Source: an optimization exercise on an open RTL-to-GDS flow (aim: small area). Production flows keep margins and buffers that such runs may drop. The RTL was checked by simulation tests, not by an equivalence proof against the original design.

==> flow/design.v (outline; a module is shown in full before it is edited, if it fits) <==
// module mulNbit: 866 lines
// module ainv: 5 lines
// module ainvr: 5 lines
// module bxor: 5 lines
// module bxnor: 5 lines
// module bencn: 6 lines
// module bseln: 5 lines
// module fa: 6 lines
module mulNbit(a, b, clk, cin, rst, sum, cout);
  // ...
==> flow/flow/run.sh <==
#!/bin/bash
# The standard layout (standard.sh) with two changes:
#  - after the standard synthesis, every combinational cell is set to the
#    smallest drive strength of its family (flow/downsize.py); the resizer
#    in placement, CTS and routing upsizes what timing needs;
#  - the port buffers are the smallest buffer cell.
set -euo pipefail
ARGS=(BUFFER_PORTS_ARGS="-buffer_cell sky130_fd_sc_hd__buf_1")
R=orfs/results/sky130hd/mulNbit/base
bash standard.sh "${ARGS[@]}" synth > synth.log 2>&1
cp $R/1_2_yosys.v 1_2_yosys.standard.v
python3 flow/downsize.py "$FLOW_HOME/platforms/sky130hd/lib/sky130_fd_sc_hd__tt_025C_1v80.lib" $R/1_2_yosys.v > downsize.log 2>&1
rm -f $R/1_synth.odb $R/1_synth.sdc
bash standard.sh "${ARGS[@]}" finish > standard.log 2>&1
==> flow/flow/downsize.py <==
#!/usr/bin/env python3
"""Set every combinational cell of the synthesized netlist to the smallest
drive strength of its family (same function, same pins); the placement and
routing steps' resizer then upsizes whatever timing needs.
usage: downsize.py LIB NETLIST  (rewrites NETLIST in place)"""
import re
import sys
import collections

lib = open(sys.argv[1]).read()
cells = {}
for m in re.finditer(r'\n\s*cell\s*\(\s*"?(\w+)"?\s*\)\s*\{', lib):
    name = m.group(1)
    start = m.end()
    nxt = lib.find('\n    cell (', start)
    body = lib[start:nxt if nxt > 0 else len(lib)]
    am = re.search(r'area\s*:\s*([\d.]+)', body)
    pins = tuple(sorted(re.findall(r'pin\s*\(\s*"?(\w+)"?\s*\)', body)))
    ff = 'ff (' in body or 'ff(' in body or 'latch' in body
    cells[name] = (float(am.group(1)) if am else 0.0, pins, ff)
fam = collections.defaultdict(list)
for name, (area, pins, ff) in cells.items():
    m = re.match(r'(sky130_fd_sc_hd__\w+?)_(\d+)$', name)
    if m:
        fam[(m.group(1), pins)].append((area, int(m.group(2)), name))
best = {}
for (base, pins), lst in fam.items():
    lst.sort()
    for area, n, name in lst:
        best[name] = lst[0][2]
net = open(sys.argv[2]).read()
count = collections.Counter()


def rep(m):
    name = m.group(1)
    if name not in cells or cells[name][2]:
        return m.group(0)
    if name.startswith(('sky130_fd_sc_hd__clkbuf', 'sky130_fd_sc_hd__conb')):
        return m.group(0)
    b = best.get(name, name)
    if cells[b][0] >= cells[name][0]:
        b = name
    if b != name:
        count[(name, b)] += 1
    return m.group(0).replace(name, b, 1)


net = re.sub(r'^\s*(sky130_fd_sc_hd__\w+)\s', rep, net, flags=re.M)
open(sys.argv[2], 'w').write(net)
for (a, b), n in sorted(count.items()):
    print('%4d %s -> %s' % (n, a, b))
==> flow/standard.sh <==
#!/bin/bash
# synth_recipe.tcl (not shown) runs the flow's synth.tcl, then flattens the netlist and writes it again
# the make line also repeats each setting of config.mk as NAME=value (left out here)
make -C /OpenROAD-flow-scripts/flow DESIGN_CONFIG=/design/flow/config.mk WORK_HOME=/design/flow/orfs CLKGATE_MAP_FILE= SYNTH_SCRIPT=/design/flow/synth_recipe.tcl "${@:-finish}"
==> flow/config.mk <==
export PLATFORM = sky130hd
export DESIGN_NAME = mulNbit
export DESIGN_NICKNAME = mulNbit
export VERILOG_FILES = /design/flow/design.v
export SDC_FILE = /design/flow/constraint.sdc
export NUM_CORES = 4
export LEC_CHECK = 0
export CAP_MARGIN = 10
export CORE_MARGIN = 2
export CORE_UTILIZATION = 60
export CTS_BUF_LIST = sky130_fd_sc_hd__clkbuf_4 sky130_fd_sc_hd__clkbuf_8
export GPL_TIMING_DRIVEN = 0
export PLACE_DENSITY = 0.75
export SETUP_SLACK_MARGIN = 0.05
export SLEW_MARGIN = 10
export SYNTH_HIERARCHICAL = 1
export SYNTH_MINIMUM_KEEP_SIZE = 0
==> flow/constraint.sdc <==
create_clock -name core_clock -period 8.5 [get_ports {clk}]
set_input_delay 1.7000 -clock core_clock [delete_from_list [all_inputs] [get_ports {clk}]]
set_output_delay 1.7000 -clock core_clock [all_outputs]
set_load 0.01 [all_outputs]
==> flow_summary.ini, run 1 <==
[worst_hold_path]
min_to = sum[0]$_DFF_P_
hp-class = input port to register

[sta]
setup_viol = 0
timing.final.ws_setup_ps = 257
maxSlewHeadroom_pct = 28.9
hold_viol_final = 0

[clocking]
cts_made_buffers = 5
cts_resized = 23
cts_tree = built
h-tree-depth = 2

[critical_path]
crit_slowest_cell = nand2_1
required_ps = 8740
critPathKind = input port to register
startpoint = b[15]
crit_family = adder cells
path_max_fanout = 21
crit_path_end_kind = register

[finish]
dominant_cells = multi-input gates
drive_gt1_share_pct = 6.09
fill_cells = 1406
buffers = 114
area_delta_synth_final_pct = 11.8
multiInputGateArea_sq_um = 10500
fin_area_sq_um = 12300
final_common_cell = xor2_1
nClkBuffers = 8
inv_count = 14
clk_share_pct = 0.745
multi_input_area_share_pct = 85.8

[outcome]
status = complete, no violations

[global_routing]
grt_pass1_vias = 10192
antenna_found_initial = 0
grt_use_met3_pct = 10.3

[synthesis]
avgSynthCellArea_sq_um = 10.5
synthesis.nets = 1361

[floorplanning]
rows = 49
taps = 229
die_y_microns = 139

[detailed_routing]
dr.pass1.iters = 8
dr_wl_met2_mm = 15.7
post_drt_wl_per_cell_microns = 25.5

[job]
drv_cap = 0
==> run 2, diff against run 1 <==
--- a/flow/config.mk
+++ b/flow/config.mk
@@ -7,7 +7,7 @@
 export LEC_CHECK = 0
 export CAP_MARGIN = 10
 export CORE_MARGIN = 2
-export CORE_UTILIZATION = 60
+export CORE_UTILIZATION = 50
 export CTS_BUF_LIST = sky130_fd_sc_hd__clkbuf_4 sky130_fd_sc_hd__clkbuf_8
 export GPL_TIMING_DRIVEN = 0
 export PLACE_DENSITY = 0.75
==> run 2 against run 1 <==
Design area up 0.49%; synthesized cell count stayed put; worst setup slack got worse by 33 ps; critical path type unchanged; highest routed layer unchanged.
==> flow_summary.ini, run 2 <==
[outcome]
status = complete, no violations

[clocking]
cts_tree = built
cts_root_buf = clkbuf_8
clk_path_buf_depth = 2
clkSinkCount = 33
h-tree-depth = 2
cts.clk_slew.worst_paths_ps = 80
cts_made_buffers = 5

[finish]
layout_common_cells = xor2_1 (293), o22ai_1 (271), fa_1 (233), buf_1 (87), xnor2_1 (45)
largest_register_ffs = 32
final_common_cell = xor2_1
drive_gt1_share_pct = 6.01
fin_area_sq_um = 12300
area_delta_synth_final_pct = 12.4
nets = 1480
post-route-util_pct = 56.8
diodes = 0

[detailed_routing]
drt_wl_total_mm = 35.8
drc = 0
vias = 9699
post_drt_wl_per_cell_microns = 24.7
viasPerCell = 6.71
dr.pass1.iters = 5
drtIter0Drc = 1347
postRouteAntennaNets = 0

[sta]
rsz0062_at_grt = true
hold_viol_final = 0
period_share_pct = 97.4
tns_ps = 0
whs_ps = 2110
maxSlewHeadroom_pct = 30.4
slew_violations = 0
max_freq_ghz = 0.121
worst_pin_slew_ps = 1040
timing.final.ws_setup_ps = 224
setup_viol = 0
layout_min_cycle_time_ps = 8280

[global_routing]
grt_pass1_vias = 10217
grtUsageTotal_pct = 30.7
grt_start_max_net_pins = 34
antenna_found_initial = 0
grt-ovfl-total = 0
grt_pass1_wl_mm = 56.2

[placed_design]
dpl_cell_area_sq_um = 12000
hpwl_mm = 24.5
io_buffers = 98
place_ws_ps = -1160
routabilityCongestion = 0.928

[floorplanning]
die_area_sq_um = 23100
dieWidth_microns = 152
die_y_microns = 152
initial_core_util_pct = 50.5
ios = 100
rows = 54
core_area_sq_um = 21700

[synthesis]
ys_warn_count = 7
synthesis.nets = 1361
syn_inst = 1045
avgSynthCellArea_sq_um = 10.5
syn_area_sq_um = 11000

[critical_path]
start_kind = input port
critPathKind = input port to register
cp_slowest_stage_delay_ps = 860
crit_path_end_kind = register
crit_slowest_cell = nand2_2
required_ps = 8750
path_max_fanout = 33
crit_buf_inv = 2
path_common_cell = fa_1
path_cells = buf_1 -> clkinvlp_4 -> nand2_2 -> o22ai_1 -> xor2_1 -> fa_1 -> fa_1 -> fa_1 -> fa_1 -> fa_1 -> fa_1 -> ha_1 -> a31oi_1 -> o21bai_1 -> and3_1 -> o311a_1 -> a311o_1 -> a31oi_1 -> xnor2_1
cp.arrival_ps = 8520
crit_family = adder cells

[job]
drv_cap = 0

[worst_hold_path]
hp-class = input port to register
-- run 2: what timing repair did --
item                                    CTS  global route
pin swaps                                 3             1
hold buffers                              0             0
endpoints found under the setup margin   15             9
gates cloned                              1             1
buffers inserted                          1             0
gates resized for setup                  22            21
-- run 2: layer usage --
layer / track usage (%) / part of all wire (%) / up-vias
met2: 49.1 / 47 / 779
met4: 14.0 / 4.9 / 0
met1: 40.4 / 37 / 4748
met5: 0 / 0 / -
li1: - / - / 3995
met3: 6.45 / 11 / 177
-- run 2: final timing paths --
| kind | cells past startpoint | slack [ps] | start | to |
|---|---|---|---|---|
| max | 19 | 220 | b[0] | sum[31]$_DFF_P_ |
| min | 4 | 2110 | b[5] | sum[5]$_DFF_P_ |
-- run 2: through the flow --
step	std cells
CTS	1443
global placement	1423
detailed placement	1433
global route	1445
finish	1445
floorplan	1045
-- run 2: tightest hold or removal path: cells and delay by family --
family | cells | cell delay, ps
buffers and inverters | 1 | 180
adders and majority gates | 2 | 300
xor gates and xnor gates | 1 | 210
-- run 2: final cells by class --
cell class | count | area (sq um)
multi-input cells | 998 | 10500
well taps | 280 | 350
repair buffers | 110 | 574
inverters | 14 | 56.3
clock buffers | 5 | 68.8
fillers | 1884 | 9370
clock inverters | 3 | 65.1
flip-flops and latches | 33 | 661
plain buffers | 2 | 10.0
==> run 3, diff against run 2 <==
==> flow/config.mk (replaced) <==
export PLATFORM = sky130hd
export DESIGN_NAME = mulNbit
export DESIGN_NICKNAME = mulNbit
export VERILOG_FILES = /design/flow/design.v
export SDC_FILE = /design/flow/constraint.sdc
export NUM_CORES = 4
export LEC_CHECK = 0
export CAP_MARGIN = 5
export CORE_MARGIN = 2
export CORE_UTILIZATION = 60
export CTS_BUF_LIST = sky130_fd_sc_hd__clkbuf_4 sky130_fd_sc_hd__clkbuf_8
export GPL_TIMING_DRIVEN = 0
export PLACE_DENSITY = 0.75
export SETUP_SLACK_MARGIN = 0.05
export SLEW_MARGIN = 5
export SYNTH_HIERARCHICAL = 1
export SYNTH_MINIMUM_KEEP_SIZE = 0
==> run 3 against run 2 <==
Global-route usage rose by 6.2 points; non-clock buffer count is the same; die area is 16% lower; synthesized area unchanged.
==> flow_summary.ini, run 3 <==
[finish]
fin_area_sq_um = 12300
final_common_cell = xor2_1
largest_register_ffs = 32
diodes = 0
area_delta_synth_final_pct = 11.9
layout_common_cells = xor2_1 (293), o22ai_1 (271), fa_1 (233), buf_1 (86), xnor2_1 (45)
nets = 1479
drive_gt1_share_pct = 6.10

[detailed_routing]
drc = 0
postRouteAntennaNets = 0
viasPerCell = 7.14
vias = 9942
post_drt_wl_per_cell_microns = 25.8
drtIter0Drc = 1362
dr.pass1.iters = 6
drt_wl_total_mm = 35.9

[critical_path]
crit_buf_inv = 2
worst-path-stages = 19
path_common_cell = fa_1
setup.worst_path.end = sum[31]$_DFF_P_
cp.arrival_ps = 8460
cp_slowest_stage_delay_ps = 530
crit_slowest_cell = nand2_1
crit_family = adder cells
crit_path_end_kind = register
path_max_fanout = 21
startpoint = b[15]
critPathKind = input port to register
start_kind = input port
path_cells = clkbuf_4 -> xnor2_2 -> buf_8 -> nand2_1 -> o22ai_1 -> xor2_1 -> fa_1 -> fa_1 -> fa_1 -> fa_1 -> fa_1 -> fa_1 -> fa_1 -> ha_1 -> and2_1 -> and2b_1 -> a311o_1 -> a31oi_1 -> xnor2_1
required_ps = 8730

[floorplanning]
core_area_sq_um = 18000
initial_core_util_pct = 61.0
ios = 100
rows = 49
die_y_microns = 139
dieWidth_microns = 139
die_area_sq_um = 19400

[clocking]
cts.clk_slew.worst_paths_ps = 70
clk_path_buf_depth = 2
clkSinkCount = 33
cts_made_buffers = 5
h-tree-depth = 2
cts_root_buf = clkbuf_8
ctsHoldBuffers = 0
cts_tree = built

[sta]
rsz0062_at_grt = false
period_share_pct = 96.9
worst_pin_slew_ps = 1080
max_freq_ghz = 0.121
maxSlewHeadroom_pct = 28.2
whs_ps = 2270
layout_min_cycle_time_ps = 8230
hold_viol_final = 0
setup_viol = 0
slew_violations = 0

[global_routing]
grt_pass1_vias = 10309
antenna_found_initial = 0
grt-ovfl-total = 0
grt_start_max_net_pins = 34
grtUsageTotal_pct = 36.9
grt_pass1_wl_mm = 55.7

[worst_hold_path]
hp-class = input port to register
min_from = a[31]

[synthesis]
syn_inst = 1045
syn_area_sq_um = 11000
ys_warn_count = 7
avgSynthCellArea_sq_um = 10.5
synthesis.nets = 1361

[outcome]
status = complete, no violations

[placed_design]
hpwl_mm = 24.1
dpl_cell_area_sq_um = 11900
routabilityCongestion = 0.922
io_buffers = 98

[job]
drv_cap = 0
## run 3: cell count changes in the layout (fill, tap and decap cells not counted), moves of 2 or more
cell	delta
bufinv_16	-2
xnor2_4	+2
buf_16	+3
xnor2_2	-3
nand2_1	-2
buf_12	-2
clkbuf_4	+7
buf_2	-3
## run 3: area by class of cell
type                            count  area, sq um
Buffer                              2         8.76
Clock buffer                        8         91.3
Fill cell                        1424         5700
Inverter                           14         56.3
Multi-Input combinational cell    997        10500
Sequential cell                    33          661
Tap cell                          229          287
Timing Repair Buffer              110          617
## run 3: repair_timing
action	CTS	global route
endpoints found under the hold margin	0	0
pin swaps	0	3
gates cloned	0	1
gates resized for setup	31	22
buffers inserted	0	1
setup endpoints to repair	13	9
## run 3: stage by stage
stage / worst slack [ps] / setup TNS [ps] / std cells / utilization [%]
after global routing: 60.2 / 0 / 1393 / 68.3
final: 267 / 0 / 1393 / 68.3
after detailed placement: -1010 / -9330 / 1383 / 66.5
after floorplan: 66.0 / 0 / 1045 / -
after global placement: -3330 / -56330 / 1372 / 64.8
after CTS: 55.2 / 0 / 1391 / 67.6
## run 3: per-layer routing
metal / global-route usage [%] / share of wire (%)
met5: 0 / 0
met4: 17.5 / 6.9
met3: 12.3 / 15
met2: 56.3 / 44
met1: 48.0 / 34
## run 3: worst min-delay path by stage
stage / depth (start not counted) / endpoint
3_3_place_gp: 1 / sum[4]
5_1_grt: 3 / sum[0]$_DFF_P_
2_1_floorplan: 2 / sum[1]$_DFF_P_
3_5_place_dp: 1 / sum[7]
4_1_cts: 3 / sum[0]$_DFF_P_
6_report: 7 / cout$_DFF_P_

## afterwards: timing with drivers on the ports
The flow's constraints put no driver on any port. The routed layouts listed below were extracted and timed again, unchanged, in two steps. Step 1 assumes that a clkbuf_16 drives the clock port and a buf_2 every other input. Step 2 also shifts input and output timing later by t, the mid clock arrival at the registers, as if the neighbouring blocks saw the same clock. Three values: ideal, step 1, step 2; two values: the first two.
| run | t (ns) | setup WS [ns] | hold WS [ns] |
|---|---|---|---|
| run 1 | 0.334 | 0.257 / 0.274 / -0.059 | 2.265 / 2.248 / 2.101 |
| run 2 | 0.363 | 0.224 / 0.241 / -0.122 | 2.107 / 2.086 / 2.103 |
| run 3 | 0.331 | 0.267 / 0.283 / -0.048 | 2.273 / 2.255 / 2.102 |
With both steps, setup timing fails in every run listed, where it was met with ideal ports. The setup slack of run 2, which loses most, moves by +0.017 ns with the drivers and by -0.346 ns with both steps.
